Source: an optimization exercise on an open RTL-to-GDS flow (aim: small area and a short achievable clock period). Production flows keep margins and buffers that such runs may drop. Function was checked by simulation only, so behaviour that the tests miss may differ from the original.

Design LSTM, start of the top module:
module LSTM(clk, Of, En, Ci, Cip, In, Ui, Uf, Uk, Uo, Wi, Wk, Wf, Wo, Vo, Bi, Bo, Bf, Bk, PrevH, Cout, Hout);
clock: 45.0 ns
lec_check: 0
cap_margin: 20
core_margin: 2
core_utilization: 40
slew_margin: 20
synth_hierarchical: 1
standard.sh (not shown) runs the stock make flow with config.mk's settings and CLKGATE_MAP_FILE= SYNTH_SCRIPT=/design/flow/synth_recipe.tcl, a recipe that flattens the netlist after the stock synthesis.
==> flow/flow/run.sh <==
#!/bin/bash
set -euo pipefail
export BUFFER_PORTS_ARGS="-buffer_cell sky130_fd_sc_hd__buf_2"
bash standard.sh > standard_flow.log 2>&1
The first run passed the timing, DRC and antenna checks.
Edit:
==> flow/flow/run.sh (replaced) <==
#!/bin/bash
set -euo pipefail
export BUFFER_PORTS_ARGS="-buffer_cell sky130_fd_sc_hd__buf_1"
bash standard.sh > standard_flow.log 2>&1
- CAP_MARGIN: 20 -> 0
- CTS_BUF_LIST: default -> sky130_fd_sc_hd__clkbuf_8
- SLEW_MARGIN: 20 -> 0
Register-to-register slack improved by 20 ps; setup slack improved by 200 ps; maximum frequency climbs by 0.77%; synthesized cell count stays the same; core utilization shrinks by 0.24 points; synthesized area does not change; design area shrinks by 0.55%; final cell count grows by 0.89%; worst hold slack gets worse by 10 ps.
Edit:
- CAP_MARGIN: 0 -> 20
- CTS_CLUSTER_DIAMETER: default -> 200
- CTS_CLUSTER_SIZE: default -> 30
- SLEW_MARGIN: 0 -> 20
After rerunning:
- worst hold slack stays the same
- final cell count is unchanged
- die area is unchanged
- wire length is unchanged
- core utilization does not change
- final area is unchanged
- synthesized area is unchanged
- via count is unchanged
- setup slack stays the same
Edit:
- CTS_BUF_LIST: sky130_fd_sc_hd__clkbuf_8 -> default
- CTS_CLUSTER_DIAMETER: 200 -> default
- CTS_CLUSTER_SIZE: 30 -> default
=> Die area is unchanged. Core utilization stays flat. Wire length stays flat.


## old
LSTM again, from the RTL that the note above started with.
==> flow/design.v (excerpt) <==
module LSTM(clk, Of, En, Ci, Cip, In, Ui, Uf, Uk, Uo, Wi, Wk, Wf, Wo, Vo, Bi, Bo, Bf, Bk, PrevH, Cout, Hout);
  input clk, En, Cip;
  input [7:0] In, Ci, Ui, Uf, Uk;
  input [7:0] Uo, Wi, Wk, Wf, Wo;
  input [7:0] Vo, Bi, Bo, Bf, Bk;
  input [7:0] PrevH;
  output [7:0] Cout, Hout;
  output Of;
  reg [8:0] u_r;    
  reg [7:0] ft_r;   
  reg [7:0] h_r;    
  wire w1 = ~Bi[0];
  wire w2 = ~Bi[1];
  wire w3 = ~Bi[2];
  wire w4 = ~Bi[3];
  wire w5 = ~Bi[4];
  wire w6 = ~Bi[5];
  wire w7 = ~Bi[6];
  wire w8 = ~Bi[7];
  wire w9 = ~Bk[0];
  wire w10 = ~Bk[1];
  wire w11 = ~Bk[2];
  wire w12 = ~Bk[3];
  wire w13 = ~Bk[4];
  wire w14 = ~Bk[5];
  wire w15 = ~Bk[6];
  wire w16 = ~Bk[7];
  wire w17 = ~Bo[0];
  wire w18 = ~Bo[1];
  wire w19 = ~Bo[2];
  wire w20 = ~Bo[3];
  wire w21 = ~Bo[4];
  wire w22 = ~Bo[5];
  wire w23 = ~Bo[6];
  wire w24 = ~Bo[7];
  wire pp25 = ~(In[0] & Wi[0]);
  wire pp26 = ~(In[0] & Wi[1]);
  wire pp27 = ~(In[0] & Wi[2]);
  wire pp28 = ~(In[0] & Wi[3]);
  wire pp29 = ~(In[0] & Wi[4]);
  wire pp30 = ~(In[0] & Wi[5]);
  wire pp31 = ~(In[0] & Wi[6]);
  wire pp32 = ~(In[0] & Wi[7]);
  wire pp33 = ~(In[1] & Wi[0]);
  wire pp34 = ~(In[1] & Wi[1]);
  wire pp35 = ~(In[1] & Wi[2]);
  wire pp36 = ~(In[1] & Wi[3]);
  wire pp37 = ~(In[1] & Wi[4]);
  wire pp38 = ~(In[1] & Wi[5]);
  wire pp39 = ~(In[1] & Wi[6]);
  wire pp40 = ~(In[1] & Wi[7]);
  wire pp41 = ~(In[2] & Wi[0]);
  wire pp42 = ~(In[2] & Wi[1]);
  wire pp43 = ~(In[2] & Wi[2]);
  ...
clock: 45.0 ns
lec_check: 0
cap_margin: 20
core_margin: 2
core_utilization: 40
slew_margin: 20
synth_hierarchical: 1
==> flow/flow/run.sh <==
#!/bin/bash
set -euo pipefail
export BUFFER_PORTS_ARGS="-buffer_cell sky130_fd_sc_hd__buf_2"
export SETUP_SLACK_MARGIN=20
bash standard.sh > standard_flow.log 2>&1
old completed every stage of the flow, and the final layout passed the timing, DRC and antenna checks.
diff inputs: old => new
- CTS_BUF_LIST: unset -> sky130_fd_sc_hd__clkbuf_8
==> flow/flow/run.sh <==
#!/bin/bash
set -euo pipefail
export BUFFER_PORTS_ARGS="-buffer_cell sky130_fd_sc_hd__buf_1"
export RECOVER_POWER=100
bash standard.sh > standard_flow.log 2>&1
Notes after the runs:
Diff old -> new | post-cts sizing count | decrease of 117
Sequential share of layout area up 0.25 points in new wrt old
There was hardly any difference in number of multi-input combinational cells between new and old.
Summary — via count, new relative to old: lower, by about 2.4%.
Although it ran to completion, new produced a layout that fails the final checks because of capacitance limit, slew limit.
Against old, new comes in 1.72 ns lower on smallest setup slack after layout.
old → new: shortest period the worst path allows now sits higher.

## port drivers added, routing unchanged
In the flow no input, the clock included, has a driving cell. The finished layouts below were timed again as built, in two steps. Step 1 (the two cells are an assumption about what drives the block):
set clk [get_ports {clk}]
set_driving_cell -lib_cell sky130_fd_sc_hd__clkbuf_16 $clk
set_driving_cell -lib_cell sky130_fd_sc_hd__buf_2 [delete_from_list [all_inputs] $clk]
Step 2, shift: input delay + t, output delay - t, t = (earliest + latest rising clock arrival at the registers) / 2. This alone moves slack from input paths to output paths. a / b / c = ideal / step 1 / step 2; a / b = the first two.
run | shift t [ns] | slack for setup (ns) | slew at the worst register clock pin (ns)
the first run of note 1 | 0.292 | 18.870 / 18.849 / 18.849 | 0.07 / 0.07
the second run of note 1 | 0.298 | 19.071 / 19.044 / 19.044 | 0.09 / 0.09
the third run of note 1 | 0.298 | 19.071 / 19.044 / 19.044 | 0.09 / 0.09
the fourth run of note 1 | 0.288 | 19.075 / 19.047 / 19.047 | 0.07 / 0.07
old | 0.287 | 19.706 / 19.648 / 19.648 | 0.06 / 0.06
new | 0.298 | 17.989 / 17.967 / 17.967 | 0.09 / 0.09
For old, which loses most, drivers alone change the setup slack by -0.058 ns; drivers and shift together by -0.058 ns.
